This design comes from an exercise in tuning for small area on the open sky130 flow, not from production work.
Function was checked by simulation only, so behaviour that the tests miss may differ from the original.

==> flow/design.v (outline; a module is shown in full before it is edited, if it fits) <==
// module fa: 4 lines
// module mj: 3 lines
// module pp3: 3 lines
// module ha: 4 lines
// module recip_core: 4242 lines
// module recip_top: 15 lines
module recip_top(
  input clk,
  input [31:0] b,
  output reg [31:0] r
);
  // ...
==> flow/run.sh <==
#!/bin/bash
# synth_recipe.tcl (not shown) runs the flow's synth.tcl, then flattens the netlist and writes it again
# the make line also repeats each setting of config.mk as NAME=value (left out here)
make -C /OpenROAD-flow-scripts/flow DESIGN_CONFIG=/design/flow/config.mk WORK_HOME=/design/flow/orfs CLKGATE_MAP_FILE= SYNTH_SCRIPT=/design/flow/synth_recipe.tcl finish
==> flow/config.mk <==
export PLATFORM = sky130hd
export DESIGN_NAME = recip_top
export DESIGN_NICKNAME = recip_top
export VERILOG_FILES = /design/flow/design.v
export SDC_FILE = /design/flow/constraint.sdc
export NUM_CORES = 8
export LEC_CHECK = 0
export ABC_AREA = 1
export CAP_MARGIN = 10
export CORE_MARGIN = 2
export CORE_UTILIZATION = 50
export PLACE_DENSITY = 0.72
export SLEW_MARGIN = 10
export SYNTH_HIERARCHICAL = 1
export SYNTH_MINIMUM_KEEP_SIZE = 0
==> flow/constraint.sdc <==
create_clock -name core_clock -period 800.0 [get_ports {clk}]
set_input_delay 160.0000 -clock core_clock [delete_from_list [all_inputs] [get_ports {clk}]]
set_output_delay 160.0000 -clock core_clock [all_outputs]
set_load 0.01 [all_outputs]
==> results.toml, run 1 <==
[worst_setup_path]
timing.critical_path.max_delay_family = "buffers and inverters"
ff2ff_setup_slack_ns = 696.57
r2r.worst_path.cells = 372

[global_routing]
grt_use_met1_pct = 55.9
maximum_number_of_pins_on_one_net_before_global_route_repair = 66
grt_util_met3_pct = 24.6
met2_usage_pct = 61.3
first_pass_grt_wire_length_mm = 333

[synthesis]
async_reset_ff_share_pct = 0
synth_cell_type_count = 38
yosys_most_used_dff = "sky130_fd_sc_hd__dfxtp_1"
netlist.area_leader.share_pct = 50.7
synth_compound_gate_area_share_pct = 29.1

[detailed_routing]
detail_route.wirelength_mm = 225
drt-met1-wl_mm = 73.9
route.met2.wl_mm = 87.2
ant_nets = 0

[min_path]
min_path_cells = 0
timing.hold.worst.start = "b_q[31]$_DFF_P_"

[cells_and_area]
nNonClkBuffers = 289
layout.nets = 6543
num-clock-buffers = 10

[clock_tree]
clock-root-buffer = "sky130_fd_sc_hd__clkbuf_16"
tritoncts = "yes"

[floorplanning]
die_w_um = 313

[sta]
clock_skew_ns = 0.00577
rsz0062_at_grt = "no"
final_critical_path_share_of_the_clock_period_pct = 20.2

[outcome]
status = "no timing/DRC/antenna violations"
==> inputs of run 2 (changes only) <==
==> flow/flow/run.sh (new file) <==
#!/bin/bash
# Layout flow: the standard flow (its own synthesis, unchanged), with two
# changes to the layout that keep the netlist's logic as synthesized:
#  - the port buffers are the smallest buffer, sky130_fd_sc_hd__buf_1;
#  - after repair_design (3_4_place_resized), cells that have drive to spare
#    are downsized to the smallest drive strength of the same function that
#    adds no max-slew or max-capacitance violation, then repair_design
#    with 20% margins (flow/downsize.tcl).
set -euo pipefail
W=$(pwd)
F=$W/flow
EXTRA="POST_RESIZE_TCL=$F/downsize.tcl \"BUFFER_PORTS_ARGS=-buffer_cell sky130_fd_sc_hd__buf_1\""
sed "s#\"\${@:-finish}\"#$EXTRA \"\${@:-finish}\"#" standard.sh > lay_standard.sh
if ! grep -q POST_RESIZE_TCL lay_standard.sh; then
  echo "could not add our settings: using the standard flow unchanged"
  cp standard.sh lay_standard.sh
fi
bash lay_standard.sh > layout.log 2>&1
==> flow/flow/downsize.tcl (new file) <==
# Downsize cells that have drive to spare (the buffers repair_design inserted
# and the gates it upsized): try the smaller drive strengths of the same
# function, smallest first, and keep the first that adds no max-slew or
# max-capacitance violation, with the slew limit tightened to 80% of the
# library's for margin; then repair_design with 20% margins gives drive back
# to any net that came too close to a limit.
if { [catch {
  estimate_parasitics -placement
  set s0 [sta::max_slew_violation_count]
  set c0 [sta::max_capacitance_violation_count]
  puts "downsize: before, slew violations $s0, cap violations $c0"
  set_max_transition 1.2 [current_design]
  set s0 [sta::max_slew_violation_count]
  set db [ord::get_db]
  set n 0
  set tried 0
  set dont_use {}
  if { [info exists ::env(DONT_USE_CELLS)] } { set dont_use $::env(DONT_USE_CELLS) }
  foreach inst [get_cells *] {
    set m [get_property $inst ref_name]
    if { ![regexp {^(sky130_fd_sc_hd__[a-z0-9]+)_([0-9]+)$} $m -> base s] } { continue }
    if { [regexp {__(df|sdf|edf|dl|sdl|clk|tap|fill|decap|conb|dly|lpflow|probe)} $m] } { continue }
    set a0 [[$db findMaster $m] getArea]
    set cands {}
    foreach lc [get_lib_cells ${base}_*] {
      set nm [get_name $lc]
      if { ![regexp "^${base}_\[0-9\]+\$" $nm] || $nm == $m } { continue }
      if { [lsearch -exact $dont_use $nm] >= 0 } { continue }
      set mm [$db findMaster $nm]
      if { $mm == "NULL" } { continue }
      set a [$mm getArea]
      if { $a < $a0 } { lappend cands [list $a $nm] }
    }
    if { [llength $cands] == 0 } { continue }
    incr tried
    foreach c [lsort -real -index 0 $cands] {
      set nm [lindex $c 1]
      replace_cell $inst $nm
      if { [sta::max_slew_violation_count] <= $s0 && [sta::max_capacitance_violation_count] <= $c0 } {
        incr n
        break
      } else {
        replace_cell $inst $m
      }
    }
  }
  set_max_transition 1.5 [current_design]
  puts "downsize: downsized $n of $tried"
  # give back drive where a net has come within 20% of a limit
  estimate_parasitics -placement
  repair_design -slew_margin 20 -cap_margin 20
  puts "downsize: after, slew violations [sta::max_slew_violation_count], cap violations [sta::max_capacitance_violation_count]"
} err] } {
  puts "downsize: skipped ($err)"
}
==> flow/standard.sh (new file) <==
#!/bin/bash
# synth_recipe.tcl (not shown) runs the flow's synth.tcl, then flattens the netlist and writes it again
# the make line also repeats each setting of config.mk as NAME=value (left out here)
make -C /OpenROAD-flow-scripts/flow DESIGN_CONFIG=/design/flow/config.mk WORK_HOME=/design/flow/orfs CLKGATE_MAP_FILE= SYNTH_SCRIPT=/design/flow/synth_recipe.tcl "${@:-finish}"
--- a/flow/config.mk
+++ b/flow/config.mk
@@ -8,8 +8,7 @@
 export ABC_AREA = 1
 export CAP_MARGIN = 10
 export CORE_MARGIN = 2
-export CORE_UTILIZATION = 50
-export PLACE_DENSITY = 0.72
+export CORE_UTILIZATION = 40
 export SLEW_MARGIN = 10
 export SYNTH_HIERARCHICAL = 1
 export SYNTH_MINIMUM_KEEP_SIZE = 0
removed: flow/run.sh
==> results.toml, run 2 <==
[worst_setup_path]
delay_of_the_slowest_cell_on_the_worst_path_ns = 0.32
critPathSlowestCell = "sky130_fd_sc_hd__dfxtp_1"
critical_path.cell_chain = "buf_1"
crit_path_end_kind = "primary output"
criticalPathCategory = "flop to primary output"
r2r.worst_path.cells = 370
timing.critical_path.from_type = "flop"
critical_path_depth = 1
critical_path_source = "r[22]$_SDFF_PN0_"
worstPathArrival_ns = 0.81
ff2ff_setup_slack_ns = 694.59
r2r_start = "b_q[2]$_DFF_P_"
number_of_buffer_and_inverter_stages_on_the_critical_path = 1
reg2reg_to = "r[22]$_SDFF_PN0_"
timing.critical_path.max_delay_family = "flip-flops"
cp.required_ns = 640.00
endpoint = "r[22]"
critPathMaxFanout = 1

[global_routing]
first_pass_grt_wire_length_mm = 344
maximum_number_of_pins_on_one_net_before_global_route_repair = 65
grt.total_usage_pct = 37.7
grt.overflow.total = 0
via_count_of_the_first_global_routing_pass = 51700
grt_antenna_before_repair = 7

[sta]
timing.hold.ws_ns = 0.374
clock_skew_ns = 0.00829
max_slew_margin_pct = 4.78
final_critical_path_share_of_the_clock_period_pct = 20.1
setup_viol = 0
layout_min_cycle_time_ns = 160.81
timing_worst_slew_pin_value_ns = 1.43
total_count_of_max_transition_violations_in_the_final_report = 0
rsz0062_at_grt = "no"
fmaxAchievable_mhz = 6.22
timing.final.hold_violations = 0
tns_ns = 0

[cells_and_area]
layout.cells.most_common_list = "1207 x sky130_fd_sc_hd__fa_1, 1132 x sky130_fd_sc_hd__a21oi_1, 1112 x sky130_fd_sc_hd__o22ai_1"
layout.nets = 6566
area_delta_synth_final_pct = 2.15
biggestRegsByFlops = "b_q (32), r (32)"
final_util_pct = 41.2
drive_above_1_share_pct = 4.70
mostFrequentLayoutCell = "sky130_fd_sc_hd__fa_1"
num-fill-cells = 11900
stdcell_count = 6777

[place]
dpl.hpwl_mm = 155
gp_routability_congestion = 1.01
io_buffers = 64
dpl.cell_count = 6757

[synthesis]
ys.warnings.count = 7
async_reset_ff_share_pct = 0
synth-edff-count = 0
yosys.cell_count.top_type = "sky130_fd_sc_hd__fa_1"
syn-mean-instance-area_um2 = 8.56
synthesis.nets = 6898
syn_inst_count = 5565
ys_seq_elements = 64
netlist.area_leader.share_pct = 50.7
synth_cell_type_count = 38
syn_area_um2 = 47700
post_synth_main_area_contributors = "sky130_fd_sc_hd__fa_1 51%, sky130_fd_sc_hd__o22ai_1 15%, sky130_fd_sc_hd__a21oi_1 12%, sky130_fd_sc_hd__clkbuf_1 3.9%, sky130_fd_sc_hd__inv_1 3.3%"
synth_common_cells = "1207 x sky130_fd_sc_hd__fa_1, 1132 x sky130_fd_sc_hd__a21oi_1, 1112 x sky130_fd_sc_hd__o22ai_1"
synthDominantAreaCellType = "sky130_fd_sc_hd__fa_1"
yosys_most_used_dff = "sky130_fd_sc_hd__dfxtp_1"
ys_seq_area_share_pct = 2.69

[clock_tree]
clock_sink_count = 64
buffer_depth_of_the_longest_clock_path = 2
postCtsHoldBufs = 0
clkSlewWorstSetupHoldPaths_ns = 0.05
post_cts_resize_count = 0
cts_max_level = 3
clk_latency_ns = 0.33
tritoncts = "yes"
postCtsSetupRepairBufs = 0
cts_buffers = 9
clock-root-buffer = "sky130_fd_sc_hd__clkbuf_16"

[detailed_routing]
ant_nets = 0
ratio_of_routed_vias_to_standard_cells = 7.46
drtPass1Iterations = 22
detail_route.wirelength_mm = 235
post-route-drc-count = 0
first_iter_violations = 9344
via_count = 50500
wl_per_cell_um = 34.7

[floorplanning]
boundaryPins = 65
floorplan.initialDensity_pct = 40.4
die_height_um = 349
floorplan.rows = 126
core_region_area_um2 = 118000
die_w_um = 349
dieArea_um2 = 122000

[job]
max_cap_viol = 0

[min_path]
timing.hold.worst.class = "flop to flop"

[outcome]
status = "no timing/DRC/antenna violations"
==> run 2: changes by cell type in the layout (fill, tap and decap cells not counted), moves of 2 or more <==
cell / delta
sky130_fd_sc_hd__buf_1: +150
sky130_fd_sc_hd__buf_2: +147
sky130_fd_sc_hd__buf_4: -213
sky130_fd_sc_hd__bufinv_16: +2
sky130_fd_sc_hd__clkbuf_2: +2
sky130_fd_sc_hd__clkdlybuf4s50_1: -64
sky130_fd_sc_hd__clkinv_2: -2
sky130_fd_sc_hd__nand2_1: +12
sky130_fd_sc_hd__nand2_2: -11
sky130_fd_sc_hd__nor2_1: +17
sky130_fd_sc_hd__nor2_2: -6
sky130_fd_sc_hd__nor2_4: -11
==> run 2: through the flow <==
stage	instance area (µm²)	setup WS, ns
4_1_cts	48700	639.18
2_1_floorplan	47700	639.67
3_3_place_gp	49200	639.54
6_report	48700	639.19
5_1_grt	48700	639.15
3_5_place_dp	48300	639.53
==> run 2: per-layer routing <==
layer | global-route usage, % | vias to the layer above | routed length [µm]
li1 | - | 18900 | -
met2 | 52.0 | 5692 | 92900
met4 | 21.7 | 6 | 17800
met5 | 0.240 | - | 32
met3 | 18.5 | 1540 | 43200
met1 | 47.7 | 24400 | 81600
==> run 2: final cells by class <==
cell class,instances,area [µm²],area share (%)
Sequential cell,64,1280,2.63
Tap cell,1536,1920,3.95
Timing Repair Buffer,312,1410,2.90
Clock inverter,6,91.3,0.188
Multi-Input combinational cell,4336,41800,85.9
Antenna cell,3,7.51,0.0154
Inverter,510,1910,3.93
Clock buffer,10,239,0.491
==> run 2: kinds of logic (layout without fill, tap and decap cells) <==
family          Yosys count  in the layout  synth area share (%)
fa+ha+maj              1300           1300                  53.2
simple gates            574            574                  4.85
buf+inv                1165            838                  9.50
other cells               0              3                     0
compound gates         2423           2423                  29.1
flops                    64             64                  2.69
xor+xnor                 39             39                 0.717
==> run 2: Yosys stat by module, one instance, submodules excluded <==
module      copies in the design  area (µm²)  flops+latches  cells inside
fa                          1207        20.0              0             1
recip_top                      1        1680             64           150
recip_core                     1       21400              0          4174
ha                            34        12.5              0             1
==> run 2: worst min-delay path by stage <==
| stage | startpoint | end | slack (ns) | cells after the start |
|---|---|---|---|---|
| 4_1_cts | b_q[31]$_DFF_P_ | r[31]$_SDFF_PN0_ | 0.38 | 0 |
| 5_1_grt | b_q[31]$_DFF_P_ | r[31]$_SDFF_PN0_ | 0.38 | 0 |
| 3_5_place_dp | b_q[31]$_DFF_P_ | r[31]$_SDFF_PN0_ | 0.37 | 0 |
| 3_3_place_gp | b_q[31]$_DFF_P_ | r[31]$_SDFF_PN0_ | 0.37 | 0 |
| 2_1_floorplan | b_q[23]$_DFF_P_ | r[23]$_SDFF_PN0_ | 0.39 | 1 |
| 6_report | b_q[31]$_DFF_P_ | r[31]$_SDFF_PN0_ | 0.37 | 0 |
==> inputs of run 3 (changes only) <==
--- a/flow/flow/run.sh
+++ b/flow/flow/run.sh
@@ -2,10 +2,10 @@
 # Layout flow: the standard flow (its own synthesis, unchanged), with two
 # changes to the layout that keep the netlist's logic as synthesized:
 #  - the port buffers are the smallest buffer, sky130_fd_sc_hd__buf_1;
-#  - after repair_design (3_4_place_resized), cells that have drive to spare
-#    are downsized to the smallest drive strength of the same function that
-#    adds no max-slew or max-capacitance violation, then repair_design
-#    with 20% margins (flow/downsize.tcl).
+#  - after repair_design (3_4_place_resized), buffers and inverters that
+#    have drive to spare are downsized, keeping 30% margin on capacitance and
+#    20% on slew, then repair_design runs again with 20% margins
+#    (flow/downsize.tcl).
 set -euo pipefail
 W=$(pwd)
 F=$W/flow
==> flow/flow/downsize.tcl (replaced) <==
# Downsize the buffers and inverters that have drive to spare (most of them
# were inserted by repair_design): try the smaller drive strengths of the
# same cell, smallest first, and keep the first whose output net's
# capacitance stays within 70% of the cell's max_capacitance and that adds
# no max-slew or max-capacitance violation with the slew limit tightened to
# 80% of the library's.  Then repair_design with 20% margins gives drive
# back to any net that came too close to a limit.
set ds_limit {
  buf_1 0.130015 buf_2 0.315867 buf_4 0.561228 buf_6 0.785532
  inv_1 0.181284 inv_2 0.331431 inv_4 0.563059 inv_6 0.782786
  clkinv_1 0.19044 clkinv_2 0.395518 clkinv_4 0.782786
}
if { [catch {
  estimate_parasitics -placement
  set s0 [sta::max_slew_violation_count]
  set c0 [sta::max_capacitance_violation_count]
  puts "downsize: before, slew violations $s0, cap violations $c0"
  set_max_transition 1.2 [current_design]
  set s0 [sta::max_slew_violation_count]
  set scene [sta::cmd_scene]
  set n 0
  set tried 0
  foreach inst [get_cells *] {
    set m [get_property $inst ref_name]
    if { ![regexp {^sky130_fd_sc_hd__((buf|inv|clkinv)_([0-9]+))$} $m -> short k s] } { continue }
    if { ![dict exists $ds_limit $short] } { continue }
    set opin [expr { $k eq "buf" ? "X" : "Y" }]
    set pin [get_pins [get_name $inst]/$opin]
    set net [get_nets -of_objects $pin]
    if { $net eq "" } { continue }
    set cap [sta::Net_capacitance $net $scene max]
    incr tried
    foreach t {1 2 4 6} {
      if { $t >= $s } { break }
      set cand ${k}_$t
      if { ![dict exists $ds_limit $cand] } { continue }
      if { $cap > 0.7e-12 * [dict get $ds_limit $cand] } { continue }
      replace_cell $inst sky130_fd_sc_hd__$cand
      if { [sta::max_slew_violation_count] <= $s0 && [sta::max_capacitance_violation_count] <= $c0 } {
        incr n
        break
      } else {
        replace_cell $inst $m
      }
    }
  }
  set_max_transition 1.5 [current_design]
  puts "downsize: downsized $n of $tried"
  estimate_parasitics -placement
  repair_design -slew_margin 20 -cap_margin 20
  puts "downsize: after, slew violations [sta::max_slew_violation_count], cap violations [sta::max_capacitance_violation_count]"
} err] } {
  puts "downsize: stopped ($err)"
}
--- a/flow/config.mk
+++ b/flow/config.mk
@@ -6,9 +6,10 @@
 export NUM_CORES = 8
 export LEC_CHECK = 0
 export ABC_AREA = 1
-export CAP_MARGIN = 10
+export CAP_MARGIN = 20
 export CORE_MARGIN = 2
 export CORE_UTILIZATION = 40
-export SLEW_MARGIN = 10
+export CTS_BUF_LIST = sky130_fd_sc_hd__clkbuf_8
+export SLEW_MARGIN = 20
 export SYNTH_HIERARCHICAL = 1
 export SYNTH_MINIMUM_KEEP_SIZE = 0
==> results.toml, run 3 <==
[clock_tree]
cts_max_level = 3
clock-root-buffer = "sky130_fd_sc_hd__clkbuf_8"
clkSlewWorstSetupHoldPaths_ns = 0.07
cts_buffers = 9
postCtsHoldBufs = 0
buffer_depth_of_the_longest_clock_path = 2
clock_sink_count = 64
clk_latency_ns = 0.34
tritoncts = "yes"
post_cts_resize_count = 0
postCtsSetupRepairBufs = 0

[sta]
setup_viol = 0
timing.final.hold_violations = 0
timing_worst_slew_pin_value_ns = 1.27
rsz0062_at_grt = "no"
total_count_of_max_transition_violations_in_the_final_report = 0
layout_min_cycle_time_ns = 160.83
fmaxAchievable_mhz = 6.22
max_slew_margin_pct = 15.5
tns_ns = 0
timing.hold.ws_ns = 0.363
final_critical_path_share_of_the_clock_period_pct = 20.1
clock_skew_ns = 0.00850

[synthesis]
ys_seq_area_share_pct = 2.69
netlist.area_leader.share_pct = 50.7
synth_common_cells = "1207 x sky130_fd_sc_hd__fa_1, 1132 x sky130_fd_sc_hd__a21oi_1, 1112 x sky130_fd_sc_hd__o22ai_1"
ys_seq_elements = 64
yosys.cell_count.top_type = "sky130_fd_sc_hd__fa_1"
synthesis.nets = 6898
syn_area_um2 = 47700
yosys_most_used_dff = "sky130_fd_sc_hd__dfxtp_1"
async_reset_ff_share_pct = 0
synth_cell_type_count = 38
post_synth_main_area_contributors = "sky130_fd_sc_hd__fa_1 51%, sky130_fd_sc_hd__o22ai_1 15%, sky130_fd_sc_hd__a21oi_1 12%, sky130_fd_sc_hd__clkbuf_1 3.9%, sky130_fd_sc_hd__inv_1 3.3%"
synthDominantAreaCellType = "sky130_fd_sc_hd__fa_1"
synth-edff-count = 0
syn_inst_count = 5565
syn-mean-instance-area_um2 = 8.56
ys.warnings.count = 7

[place]
dpl.hpwl_mm = 156
gp_routability_congestion = 1.01
placed_cell_area_um2 = 48500
io_buffers = 64

[global_routing]
grt.overflow.total = 0
first_pass_grt_wire_length_mm = 344
maximum_number_of_pins_on_one_net_before_global_route_repair = 65
grt_antenna_before_repair = 5
via_count_of_the_first_global_routing_pass = 51900
grt.total_usage_pct = 37.7

[worst_setup_path]
delay_of_the_slowest_cell_on_the_worst_path_ns = 0.32
worstPathArrival_ns = 0.83
critPathSlowestCell = "sky130_fd_sc_hd__dfxtp_1"
critical_path_source = "r[13]$_SDFF_PN0_"
timing.critical_path.max_delay_family = "flip-flops"
crit_path_end_kind = "primary output"
critical_path.cell_chain = "buf_1"
cp.required_ns = 640.00
r2r_start = "b_q[2]$_DFF_P_"
number_of_buffer_and_inverter_stages_on_the_critical_path = 1
timing.critical_path.from_type = "flop"
critPathMaxFanout = 1
criticalPathCategory = "flop to primary output"

[detailed_routing]
wl_met3_mm = 42.7
route.top_layer_used = "met5"
first_iter_violations = 9690
ant_nets = 0
drt-met1-wl_mm = 81.5
post-route-drc-count = 0
ratio_of_routed_vias_to_standard_cells = 7.50
detail_route.wirelength_mm = 235
drtPass1Iterations = 10
wl_per_cell_um = 34.7
route.met2.wl_mm = 92.9
via_count = 50900

[cells_and_area]
layout.cells.most_common_list = "1207 x sky130_fd_sc_hd__fa_1, 1132 x sky130_fd_sc_hd__a21oi_1, 1112 x sky130_fd_sc_hd__o22ai_1"
finalInstanceArea_um2 = 48800
biggestRegsByFlops = "b_q (32), r (32)"
num-fill-cells = 11900
drive_above_1_share_pct = 5.21
layout.nets = 6567
mostFrequentLayoutCell = "sky130_fd_sc_hd__fa_1"
area_delta_synth_final_pct = 2.35

[job]
max_cap_viol = 0

[floorplanning]
dieArea_um2 = 122000
boundaryPins = 65
core_region_area_um2 = 118000
floorplan.initialDensity_pct = 40.4
die_w_um = 349
floorplan.rows = 126
die_height_um = 349

[outcome]
status = "no timing/DRC/antenna violations"

[min_path]
timing.hold.worst.start = "b_q[31]$_DFF_P_"
timing.hold.worst.class = "flop to flop"
run 3: cell counts after synthesis:
Identical to the previous run, type by type.
run 3: kinds of logic after synthesis:
| family | share of synthesized area [%] |
|---|---|
| xor+xnor | 0.717 |
| fa+ha+maj | 53.2 |
| compound gates | 29.1 |
| simple gates | 4.85 |
| buf+inv | 9.50 |
| flops | 2.69 |
run 3: worst reg2reg max path: cells and delay by family (launching register included):
family	cells	cell delay (ns)
AO/OA/AOI/OAI	22	3.89
XOR/XNOR	10	2.09
AND/OR/NAND/NOR	42	3.43
buffers and inverters	63	9.65
adder cells (fa/ha/maj)	235	85.88
flip-flops	1	0.59
run 3: layout make-up:
| cell class | instances | area [µm²] | share of cell area [%] |
|---|---|---|---|
| Multi-Input combinational cell | 4336 | 42000 | 86.0 |
| Tap cell | 1536 | 1920 | 3.94 |
| Inverter | 510 | 1910 | 3.93 |
| Timing Repair Buffer | 313 | 1490 | 3.06 |
| Sequential cell | 64 | 1280 | 2.63 |
| Clock buffer | 10 | 138 | 0.282 |
| Clock inverter | 6 | 43.8 | 0.0898 |
| Antenna cell | 8 | 20.0 | 0.0410 |
run 3: metal layers:
metal / vias to the layer above / track usage [%]
met5: - / 0.240
met4: 12 / 21.5
met3: 1570 / 18.9
met2: 5893 / 51.9
li1: 18900 / -
met1: 24600 / 47.6
run 3: path summary, 6_finish.rpt:
check / cells past startpoint / slack, ns / to
max: 1 / 639.18 / r[13]
min: 0 / 0.36 / r[31]$_SDFF_PN0_
max reg2reg: 372 / 694.31 / r[22]$_SDFF_PN0_
min reg2reg: 0 / 0.36 / r[31]$_SDFF_PN0_
run 3: Yosys stat by module, one instance, submodules excluded:
module | cells | copies in the design | flops+latches | cell area (µm²)
fa | 1 | 1207 | 0 | 20.0
ha | 1 | 34 | 0 | 12.5
recip_core | 4174 | 1 | 0 | 21400
recip_top | 150 | 1 | 64 | 1680
run 3: through the flow:
stage	setup WS [ns]	utilization, %	std cells
floorplan	639.67	-	5565
global placement	639.54	41.6	6757
detailed placement	639.54	41.1	6758
CTS	639.16	41.3	6774
global route	639.11	41.3	6776
finish	639.18	41.3	6783
==> inputs of run 4 (changes only) <==
--- a/flow/config.mk
+++ b/flow/config.mk
@@ -6,10 +6,10 @@
 export NUM_CORES = 8
 export LEC_CHECK = 0
 export ABC_AREA = 1
-export CAP_MARGIN = 20
+export CAP_MARGIN = 10
 export CORE_MARGIN = 2
 export CORE_UTILIZATION = 40
 export CTS_BUF_LIST = sky130_fd_sc_hd__clkbuf_8
-export SLEW_MARGIN = 20
+export SLEW_MARGIN = 10
 export SYNTH_HIERARCHICAL = 1
 export SYNTH_MINIMUM_KEEP_SIZE = 0
==> results.toml, run 4 <==
[synthesis]
syn_area_um2 = 47700
yosys_most_used_dff = "sky130_fd_sc_hd__dfxtp_1"
synth-edff-count = 0
post_synth_main_area_contributors = "sky130_fd_sc_hd__fa_1 51%, sky130_fd_sc_hd__o22ai_1 15%, sky130_fd_sc_hd__a21oi_1 12%, sky130_fd_sc_hd__clkbuf_1 3.9%, sky130_fd_sc_hd__inv_1 3.3%"
syn_inst_count = 5565
async_reset_ff_share_pct = 0
synthesis.nets = 6898
ys_seq_elements = 64
netlist.area_leader.share_pct = 50.7
synthDominantAreaCellType = "sky130_fd_sc_hd__fa_1"
yosys.cell_count.top_type = "sky130_fd_sc_hd__fa_1"
synth_common_cells = "1207 x sky130_fd_sc_hd__fa_1, 1132 x sky130_fd_sc_hd__a21oi_1, 1112 x sky130_fd_sc_hd__o22ai_1"
ys_seq_area_share_pct = 2.69
synth_cell_type_count = 38
syn-mean-instance-area_um2 = 8.56
ys.warnings.count = 7

[sta]
rsz0062_at_grt = "no"
max_slew_margin_pct = 13.4
clock_skew_ns = 0.00846
total_count_of_max_transition_violations_in_the_final_report = 0
timing_worst_slew_pin_value_ns = 1.29
tns_ns = 0
setup_viol = 0
layout_min_cycle_time_ns = 160.82
timing.final.hold_violations = 0
fmaxAchievable_mhz = 6.22
final_critical_path_share_of_the_clock_period_pct = 20.1
pnr_worst_setup_slack_ns = 639.18

[detailed_routing]
ratio_of_routed_vias_to_standard_cells = 7.49
via_count = 50800
first_iter_violations = 10100
post-route-drc-count = 0
wl_per_cell_um = 34.7
ant_nets = 0
drtPass1Iterations = 9
detail_route.wirelength_mm = 235

[floorplanning]
die_height_um = 349
floorplan.initialDensity_pct = 40.4
boundaryPins = 65
die_w_um = 349
core_region_area_um2 = 118000
floorplan.rows = 126
dieArea_um2 = 122000

[clock_tree]
postCtsSetupRepairBufs = 0
cts_max_level = 3
buffer_depth_of_the_longest_clock_path = 2
cts_buffers = 9
clock_sink_count = 64
clk_latency_ns = 0.34
clock-root-buffer = "sky130_fd_sc_hd__clkbuf_8"
clkSlewWorstSetupHoldPaths_ns = 0.07
post_cts_resize_count = 0
tritoncts = "yes"
postCtsHoldBufs = 0

[worst_setup_path]
timing.critical_path.max_delay_family = "flip-flops"
cp.required_ns = 640.00
criticalPathCategory = "flop to primary output"
critical_path.cell_chain = "buf_1"
critPathSlowestCell = "sky130_fd_sc_hd__dfxtp_1"
number_of_buffer_and_inverter_stages_on_the_critical_path = 1
crit_path_end_kind = "primary output"
timing.critical_path.from_type = "flop"
critPathMaxFanout = 1
delay_of_the_slowest_cell_on_the_worst_path_ns = 0.32
worstPathArrival_ns = 0.82

[place]
io_buffers = 64
dpl.cell_count = 6758
gp_routability_congestion = 1.01
place_worst_setup_slack_ns = 639.54
dpl.hpwl_mm = 156

[global_routing]
grt.total_usage_pct = 37.7
maximum_number_of_pins_on_one_net_before_global_route_repair = 65
grt.overflow.total = 0
first_pass_grt_wire_length_mm = 344
via_count_of_the_first_global_routing_pass = 51900
grt_antenna_before_repair = 5

[job]
max_cap_viol = 0

[cells_and_area]
layout.nets = 6566
area_delta_synth_final_pct = 2.29
stdcell_count = 6781
drive_above_1_share_pct = 5.19
biggestRegsByFlops = "b_q (32), r (32)"
mostFrequentLayoutCell = "sky130_fd_sc_hd__fa_1"
num-fill-cells = 11900
layout.cells.most_common_list = "1207 x sky130_fd_sc_hd__fa_1, 1132 x sky130_fd_sc_hd__a21oi_1, 1112 x sky130_fd_sc_hd__o22ai_1"

[min_path]
timing.hold.worst.class = "flop to flop"

[outcome]
status = "no timing/DRC/antenna violations"
-- run 4: cell counts after synthesis --
Identical to the previous run, type by type.
-- run 4: modules after synthesis, one instance, submodules excluded --
| module | flops+latches | cell area [µm²] | cells |
|---|---|---|---|
| recip_top | 64 | 1680 | 150 |
| fa | 0 | 20.0 | 1 |
| ha | 0 | 12.5 | 1 |
| recip_core | 0 | 21400 | 4174 |
-- run 4: worst paths after layout --
check	startpoint	endpoint	slack (ns)	cells past startpoint
hold / removal	b_q[31]$_DFF_P_	r[31]$_SDFF_PN0_	0.36	0
hold reg to reg	b_q[31]$_DFF_P_	r[31]$_SDFF_PN0_	0.36	0
setup / recovery	r[13]$_SDFF_PN0_	r[13]	639.18	1
setup reg to reg	b_q[2]$_DFF_P_	r[22]$_SDFF_PN0_	694.32	373
-- run 4: worst reg2reg max path: cells and delay by family (launching register included) --
| family | cells | cell delay [ns] |
|---|---|---|
| fa+ha+maj | 235 | 85.18 |
| buf+inv | 64 | 10.29 |
| simple gates | 42 | 3.44 |
| flops | 1 | 0.60 |
| compound gates | 22 | 3.91 |
| xor+xnor | 10 | 2.08 |
-- run 4: stage by stage --
stage	cell area [µm²]	util, %	hold WS [ns]
2_1_floorplan	47700	-	0.392
4_1_cts	48700	41.3	0.373
3_3_place_gp	49200	41.6	0.366
5_1_grt	48700	41.3	0.372
6_report	48700	41.3	0.364
3_5_place_dp	48500	41.1	0.371
-- run 4: per-layer routing --
layer / wire length (µm) / GRT usage (%) / vias to the layer above
met5: 85 / 0.240 / -
met4: 17900 / 21.5 / 8
met3: 43300 / 18.9 / 1568
met1: 81100 / 47.6 / 24600
li1: - / - / 18800
met2: 92700 / 51.9 / 5824
-- run 4: cell families after synthesis --
| family | after synthesis | share of synthesized area (%) |
|---|---|---|
| buffers and inverters | 1165 | 9.50 |
| AOI/OAI and AO/OA | 2423 | 29.1 |
| xor gates and xnor gates | 39 | 0.717 |
| and+or+nand+nor | 574 | 4.85 |
| DFF | 64 | 2.69 |
| adders and majority gates | 1300 | 53.2 |
-- run 4: area by class of cell --
| class | instances | area, µm² | area share, % |
|---|---|---|---|
| Inverter | 510 | 1910 | 3.93 |
| Antenna cell | 7 | 17.5 | 0.0359 |
| Tap cell | 1536 | 1920 | 3.94 |
| Timing Repair Buffer | 312 | 1470 | 3.01 |
| Clock inverter | 6 | 43.8 | 0.0898 |
| Sequential cell | 64 | 1280 | 2.63 |
| Multi-Input combinational cell | 4336 | 42000 | 86.1 |
| Clock buffer | 10 | 138 | 0.282 |
==> module recip_top, before the edit <==
module recip_top(
  input clk,
  input [31:0] b,
  output reg [31:0] r
);
  reg [31:0] b_q;
  wire [22:0] nmant;    
  recip_core u_core(.f(b_q[22:0]), .nmant(nmant));
  wire [7:0] e = 8'd253 - b_q[30:23];
  wire zero = (b_q == 32'd0);
  always @(posedge clk) begin
    b_q <= b;
    r <= zero ? 32'd0 : {b_q[31], e, ~nmant};
  end
endmodule
==> inputs of run 5 (changes only) <==
--- a/flow/design.v
+++ b/flow/design.v
@@ -2,17 +2,18 @@
   assign s = a ^ b ^ c;
   assign co = (a & b) | (a & c) | (b & c);
 endmodule
-module mj(input a, input b, input c, output co);
-  assign co = (a & b) | (a & c) | (b & c);
-endmodule
-module pp3(input a1, input a2, input b1, input b2, input c1, input c2, output y);
-  assign y = ~((a1 & a2) | (b1 & b2) | (c1 & c2));
-endmodule
 module ha(input a, input b, output s, output co);
   assign s = a ^ b;
   assign co = a & b;
 endmodule
-module recip_core(input [22:0] f, output [22:0] nmant);
+module recip_top(
+  input clk,
+  input [31:0] b,
+  output reg [31:0] r
+);
+  reg [31:0] b_q;
+  wire [22:0] f = b_q[22:0];    
+  wire [22:0] nmant;            
   wire s1 = ~f[0];
   wire s2 = ~(f[1] ^ f[0]);
   wire c3 = f[1] | f[0];
@@ -4253,15 +4254,6 @@
   wire c4238 = s3311 | c4236;
   wire s4239 = ~(s3313 ^ c4238);
   assign nmant = {s4239, s4237, s4235, s4233, s4231, s4229, s4227, s4225, s4223, s4221, s4219, s4217, s4215, s4213, s4211, s4209, s4205, s4201, s4195, s4189, s4183, s4177, s4171};
-endmodule
-module recip_top(
-  input clk,
-  input [31:0] b,
-  output reg [31:0] r
-);
-  reg [31:0] b_q;
-  wire [22:0] nmant;    
-  recip_core u_core(.f(b_q[22:0]), .nmant(nmant));
   wire [7:0] e = 8'd253 - b_q[30:23];
   wire zero = (b_q == 32'd0);
   always @(posedge clk) begin
--- a/flow/config.mk
+++ b/flow/config.mk
@@ -6,10 +6,11 @@
 export NUM_CORES = 8
 export LEC_CHECK = 0
 export ABC_AREA = 1
-export CAP_MARGIN = 10
+export CAP_MARGIN = 20
 export CORE_MARGIN = 2
 export CORE_UTILIZATION = 40
 export CTS_BUF_LIST = sky130_fd_sc_hd__clkbuf_8
-export SLEW_MARGIN = 10
+export GPL_TIMING_DRIVEN = 0
+export SLEW_MARGIN = 20
 export SYNTH_HIERARCHICAL = 1
 export SYNTH_MINIMUM_KEEP_SIZE = 0
==> results.toml, run 5 <==
[worst_setup_path]
worstPathArrival_ns = 0.88
delay_of_the_slowest_cell_on_the_worst_path_ns = 0.33
cp.required_ns = 640.00
number_of_buffer_and_inverter_stages_on_the_critical_path = 1
critical_path_source = "r[1]$_SDFF_PN0_"
critical_path.cell_chain = "buf_1"
critPathSlowestCell = "sky130_fd_sc_hd__dfxtp_1"
critPathMaxFanout = 1
timing.critical_path.max_delay_family = "flip-flops"
r2r_start = "b_q[2]$_DFF_P_"
criticalPathCategory = "flop to primary output"
crit_path_end_kind = "primary output"
timing.critical_path.from_type = "flop"

[sta]
max_slew_margin_pct = 12.0
total_count_of_max_transition_violations_in_the_final_report = 0
pnr_worst_setup_slack_ns = 639.12
tns_ns = 0
setup_viol = 0
clock_skew_ns = 0.0108
final_critical_path_share_of_the_clock_period_pct = 20.1
rsz0062_at_grt = "no"
timing.final.hold_violations = 0
timing_worst_slew_pin_value_ns = 1.32
layout_min_cycle_time_ns = 160.88
fmaxAchievable_mhz = 6.22

[place]
dpl.hpwl_mm = 236
dpl.cell_count = 7151
io_buffers = 64
place_worst_setup_slack_ns = 639.51
gp_routability_congestion = 1.08
placed_cell_area_um2 = 49600

[global_routing]
first_pass_grt_wire_length_mm = 409
maximum_number_of_pins_on_one_net_before_global_route_repair = 14
grt.overflow.total = 0
grt_antenna_before_repair = 16
via_count_of_the_first_global_routing_pass = 52200
grt.total_usage_pct = 47.9

[cells_and_area]
layout.nets = 6962
area_delta_synth_final_pct = 5.28
layout.cells.most_common_list = "1207 x sky130_fd_sc_hd__fa_1, 1135 x sky130_fd_sc_hd__a21oi_1, 1113 x sky130_fd_sc_hd__o22ai_1"
mostFrequentLayoutCell = "sky130_fd_sc_hd__fa_1"
num-fill-cells = 12200
stdcell_count = 7182
drive_above_1_share_pct = 1.56
biggestRegsByFlops = "b_q (32), r (32)"
finalInstanceArea_um2 = 50000

[clock_tree]
cts_buffers = 9
clk_latency_ns = 0.37
postCtsSetupRepairBufs = 0
clock-root-buffer = "sky130_fd_sc_hd__clkbuf_8"
clkSlewWorstSetupHoldPaths_ns = 0.09
clock_sink_count = 64
cts_max_level = 3
post_cts_resize_count = 0
postCtsHoldBufs = 0
tritoncts = "yes"
buffer_depth_of_the_longest_clock_path = 2

[detailed_routing]
first_iter_violations = 9237
drtPass1Iterations = 10
post-route-drc-count = 0
detail_route.wirelength_mm = 296
via_count = 52400
wl_per_cell_um = 41.1
ratio_of_routed_vias_to_standard_cells = 7.30
ant_nets = 0

[synthesis]
netlist.area_leader.share_pct = 50.9
synth_fa_ha_area_share_pct = 53.3
synthesis.nets = 6881
yosys.area_share.xor_xnor_pct = 0.735
async_reset_ff_share_pct = 0
syn_inst_count = 5548
ys_seq_area_share_pct = 2.70
post_synth_main_area_contributors = "sky130_fd_sc_hd__fa_1 51%, sky130_fd_sc_hd__o22ai_1 15%, sky130_fd_sc_hd__a21oi_1 12%, sky130_fd_sc_hd__clkbuf_1 4.3%, sky130_fd_sc_hd__inv_1 3.7%"
yosys.cell_count.top_type = "sky130_fd_sc_hd__fa_1"
synth_compound_gate_area_share_pct = 29.2
ys_seq_elements = 64
synthDominantAreaCellType = "sky130_fd_sc_hd__fa_1"
post_synthesis_share_of_cell_area_spent_on_and_or_nand_and_nor_gates_pct = 4.76
dominant_combinational_cell_family_by_area_after_synthesis = "adder cells"
syn_area_um2 = 47500
ys.warnings.count = 7
synth-edff-count = 0
synthMuxAreaShare_pct = 0
syn-mean-instance-area_um2 = 8.56
synth_common_cells = "1207 x sky130_fd_sc_hd__fa_1, 1135 x sky130_fd_sc_hd__a21oi_1, 1113 x sky130_fd_sc_hd__o22ai_1"
yosys_most_used_dff = "sky130_fd_sc_hd__dfxtp_1"
synth_cell_type_count = 45

[min_path]
timing.hold.worst.start = "b_q[23]$_DFF_P_"
timing.hold.worst.class = "flop to flop"

[job]
max_cap_viol = 0

[floorplanning]
die_height_um = 349
floorplan.rows = 126
floorplan.initialDensity_pct = 40.3
boundaryPins = 65
die_w_um = 349
dieArea_um2 = 121000
core_region_area_um2 = 118000

[outcome]
status = "no timing/DRC/antenna violations"
## run 5: metal layers
| metal | GRT usage [%] | wire length (µm) | up-vias |
|---|---|---|---|
| met4 | 33.0 | 26700 | 22 |
| met2 | 68.1 | 120000 | 5260 |
| met1 | 58.7 | 104000 | 26100 |
| met3 | 19.9 | 44200 | 1335 |
| met5 | 1.16 | 296 | - |
| li1 | - | - | 19700 |
## run 5: path summary, 6_finish.rpt
kind                            cells past startpoint                to  slack (ns)
worst max-delay path                                1              r[1]      639.12
worst min-delay path                                1  r[23]$_SDFF_PN0_        0.43
worst max register to register                    374  r[22]$_SDFF_PN0_      690.17
worst min register to register                      1  r[23]$_SDFF_PN0_        0.43
## run 5: cells by family (layout without fill, tap and decap cells)
group,count (synthesis),count (layout)
buffers and inverters,1163,1249
AOI/OAI and AO/OA,2423,2423
other,0,12
adders and majority gates,1300,1300
and+or+nand+nor,559,559
DFF,64,64
xor gates and xnor gates,39,39
## run 5: final cells by class
cell class	instances	area (µm²)	share of cell area [%]
diodes	12	30.0	0.0601
plain buffers	657	2490	4.98
clock buffers	9	124	0.248
clock inverters	7	125	0.250
inverters	506	1900	3.80
multi-input cells	4321	41800	83.6
flip-flops and latches	64	1280	2.56
well taps	1536	1920	3.84
repair buffers	70	309	0.618
## run 5: stage by stage
stage,hold slack (ns),utilization [%]
after floorplan,0.394,-
after global placement,0.405,42.1
after detailed placement,0.408,42.1
after CTS,0.430,42.3
after global routing,0.441,42.4
final,0.430,42.4
## run 5: per-module statistics from Yosys (local to each module, per instance)
module | cell area [µm²] | copies in the design | flip-flops and latches | cells
recip_top | 22900 | 1 | 64 | 4307
fa | 20.0 | 1207 | 0 | 1
ha | 12.5 | 34 | 0 | 1
==> inputs of run 6 (changes only) <==
--- a/flow/config.mk
+++ b/flow/config.mk
@@ -10,7 +10,6 @@
 export CORE_MARGIN = 2
 export CORE_UTILIZATION = 40
 export CTS_BUF_LIST = sky130_fd_sc_hd__clkbuf_8
-export GPL_TIMING_DRIVEN = 0
 export SLEW_MARGIN = 20
 export SYNTH_HIERARCHICAL = 1
 export SYNTH_MINIMUM_KEEP_SIZE = 0
==> results.toml, run 6 <==
[synthesis]
yosys_most_used_dff = "sky130_fd_sc_hd__dfxtp_1"
async_reset_ff_share_pct = 0
syn_inst_count = 5548
synth_cell_type_count = 45
ys_seq_elements = 64
synthesis.nets = 6881
synthDominantAreaCellType = "sky130_fd_sc_hd__fa_1"
synth_common_cells = "1207 x sky130_fd_sc_hd__fa_1, 1135 x sky130_fd_sc_hd__a21oi_1, 1113 x sky130_fd_sc_hd__o22ai_1"
post_synth_main_area_contributors = "sky130_fd_sc_hd__fa_1 51%, sky130_fd_sc_hd__o22ai_1 15%, sky130_fd_sc_hd__a21oi_1 12%, sky130_fd_sc_hd__clkbuf_1 4.3%, sky130_fd_sc_hd__inv_1 3.7%"
ys_seq_area_share_pct = 2.70
yosys.cell_count.top_type = "sky130_fd_sc_hd__fa_1"
syn-mean-instance-area_um2 = 8.56
synth-edff-count = 0
netlist.area_leader.share_pct = 50.9
syn_area_um2 = 47500
ys.warnings.count = 7

[global_routing]
grt.total_usage_pct = 37.2
maximum_number_of_pins_on_one_net_before_global_route_repair = 54
grt.overflow.total = 0
grt_antenna_before_repair = 9
via_count_of_the_first_global_routing_pass = 50700
first_pass_grt_wire_length_mm = 339

[detailed_routing]
via_count = 49700
route.met2.wl_mm = 94.8
ratio_of_routed_vias_to_standard_cells = 7.36
post-route-drc-count = 0
detail_route.wirelength_mm = 231
route.top_layer_used = "met5"
first_iter_violations = 8868
drt-met1-wl_mm = 79.9
wl_met3_mm = 39.2
ant_nets = 0
drtPass1Iterations = 9
wl_per_cell_um = 34.3

[worst_setup_path]
crit_path_end_kind = "primary output"
criticalPathCategory = "flop to primary output"
ff2ff_setup_slack_ns = 694.38
r2r_start = "b_q[0]$_DFF_P_"
critical_path_depth = 1
timing.critical_path.from_type = "flop"
worstPathArrival_ns = 0.85
timing.critical_path.max_delay_family = "flip-flops"
critPathMaxFanout = 1
reg2reg_to = "r[22]$_SDFF_PN0_"
cp.required_ns = 640.00
number_of_buffer_and_inverter_stages_on_the_critical_path = 1
critical_path.cell_chain = "buf_1"
delay_of_the_slowest_cell_on_the_worst_path_ns = 0.32
r2r.worst_path.cells = 370
critPathSlowestCell = "sky130_fd_sc_hd__dfxtp_1"

[floorplanning]
floorplan.rows = 126
floorplan.initialDensity_pct = 40.3
core_region_area_um2 = 118000
dieArea_um2 = 121000
die_w_um = 349
die_height_um = 349
boundaryPins = 65

[min_path]
min_path_cells = 0
hold_path_end = "r[31]$_SDFF_PN0_"
timing.hold.worst.class = "flop to flop"
timing.hold.worst.start = "b_q[31]$_DFF_P_"

[cells_and_area]
layout.cells.most_common_list = "1207 x sky130_fd_sc_hd__fa_1, 1135 x sky130_fd_sc_hd__a21oi_1, 1113 x sky130_fd_sc_hd__o22ai_1"
drive_above_1_share_pct = 5.40
area_delta_synth_final_pct = 2.56
biggestRegsByFlops = "b_q (32), r (32)"
mostFrequentLayoutCell = "sky130_fd_sc_hd__fa_1"
stdcell_count = 6749
layout.nets = 6534
final_util_pct = 41.3
num-fill-cells = 11900

[outcome]
status = "no timing/DRC/antenna violations"

[clock_tree]
clk_latency_ns = 0.36
cts_max_level = 3
clock_sink_count = 64
clock-root-buffer = "sky130_fd_sc_hd__clkbuf_8"
cts_buffers = 9
clkSlewWorstSetupHoldPaths_ns = 0.08
post_cts_resize_count = 0
buffer_depth_of_the_longest_clock_path = 2
postCtsSetupRepairBufs = 0
postCtsHoldBufs = 0
tritoncts = "yes"

[sta]
setup_viol = 0
total_count_of_max_transition_violations_in_the_final_report = 0
rsz0062_at_grt = "no"
layout_min_cycle_time_ns = 160.85
final_critical_path_share_of_the_clock_period_pct = 20.1
timing.final.hold_violations = 0
timing_worst_slew_pin_value_ns = 1.28
fmaxAchievable_mhz = 6.22
max_slew_margin_pct = 14.3
clock_skew_ns = 0.0126
tns_ns = 0

[job]
max_cap_viol = 0

[place]
dpl.cell_count = 6726
gp_routability_congestion = 1.02
dpl.hpwl_mm = 154
io_buffers = 64
## run 6: cell count changes in the layout (fill, tap and decap cells not counted), sizes merged
| cell | before | now |
|---|---|---|
| buf | 180 | 292 |
| bufinv | 3 | 2 |
| clkbuf | 556 | 16 |
| clkinv | 27 | 26 |
| clkinvlp | 0 | 2 |
| diode | 12 | 7 |
## run 6: worst max path at each step
stage          slack (ns)    end             start
4_1_cts            639.13  r[13]  r[13]$_SDFF_PN0_
2_1_floorplan      639.67   r[0]   r[0]$_SDFF_PN0_
3_3_place_gp       639.54  r[19]  r[19]$_SDFF_PN0_
6_report           639.15  r[13]  r[13]$_SDFF_PN0_
3_5_place_dp       639.53  r[20]  r[20]$_SDFF_PN0_
5_1_grt            639.10  r[19]  r[19]$_SDFF_PN0_
## run 6: logic make-up after synthesis
kind of cell    Yosys count  synth area share [%]
simple gates            559                  4.76
buf+inv                1163                  9.29
xor+xnor                 39                 0.735
fa+ha+maj              1300                  53.3
flops                    64                  2.70
compound gates         2423                  29.2
## run 6: per-module statistics from Yosys (local to each module, per instance)
module / cell area, µm² / times used / cells inside
fa: 20.0 / 1207 / 1
recip_top: 22900 / 1 / 4307
ha: 12.5 / 34 / 1
## run 6: layer usage
| layer | GRT usage [%] | vias to the layer above |
|---|---|---|
| met5 | 0.0800 | - |
| met4 | 21.6 | 13 |
| met3 | 16.2 | 1401 |
| met2 | 53.2 | 5320 |
| met1 | 46.8 | 24200 |
| li1 | - | 18700 |
## run 6: layout make-up
| cell class | count | area (µm²) | share of cell area (%) |
|---|---|---|---|
| tap | 1536 | 1920 | 3.95 |
| multi-input combinational | 4321 | 41900 | 86.1 |
| antenna | 7 | 17.5 | 0.0360 |
| timing repair buffer | 299 | 1440 | 2.96 |
| clock buffer | 9 | 124 | 0.254 |
| clock inverter | 7 | 101 | 0.208 |
| sequential | 64 | 1280 | 2.63 |
| inverter | 506 | 1900 | 3.90 |
## run 6: through the flow
| step | worst slack, ns | area [µm²] | hold slack (ns) |
|---|---|---|---|
| after detailed placement | 639.53 | 48500 | 0.368 |
| after global routing | 639.10 | 48700 | 0.385 |
| after CTS | 639.13 | 48700 | 0.380 |
| final | 639.15 | 48700 | 0.376 |
| after global placement | 639.54 | 49000 | 0.365 |
| after floorplan | 639.67 | 47500 | 0.394 |

[afterwards: timing with drivers on the ports]
How much do the figures lean on ideal ports? The routed layouts below were timed once more, with nothing changed but the port constraints.
Step 1, drivers: a clkbuf_16 drives clk and a buf_2 each remaining input, both assumed.
Step 2 moves the port delays by t, midway between the first and last clock arrival at a register: inputs arrive t later, outputs are due t later. That takes back most of the time a late clock gives input paths.
Slacks: ideal ports / drivers / drivers and shift; pairs: ideal ports / drivers.
run	shift t [ns]	setup WS [ns]	slew at the worst register clock pin (ns)	worst slew at a driven data input, ns
run 1	0.366	638.782 / 638.737 / 639.103	0.06 / 0.06	0.04
run 2	0.346	639.186 / 639.161 / 639.507	0.06 / 0.06	0.04
run 3	0.358	639.175 / 639.156 / 639.515	0.07 / 0.07	0.04
run 4	0.355	639.178 / 639.159 / 639.515	0.07 / 0.07	0.04
run 5	0.380	639.117 / 639.098 / 639.478	0.09 / 0.09	0.05
run 6	0.374	639.153 / 639.132 / 639.507	0.08 / 0.08	0.05
After both steps every run listed still meets setup and hold.
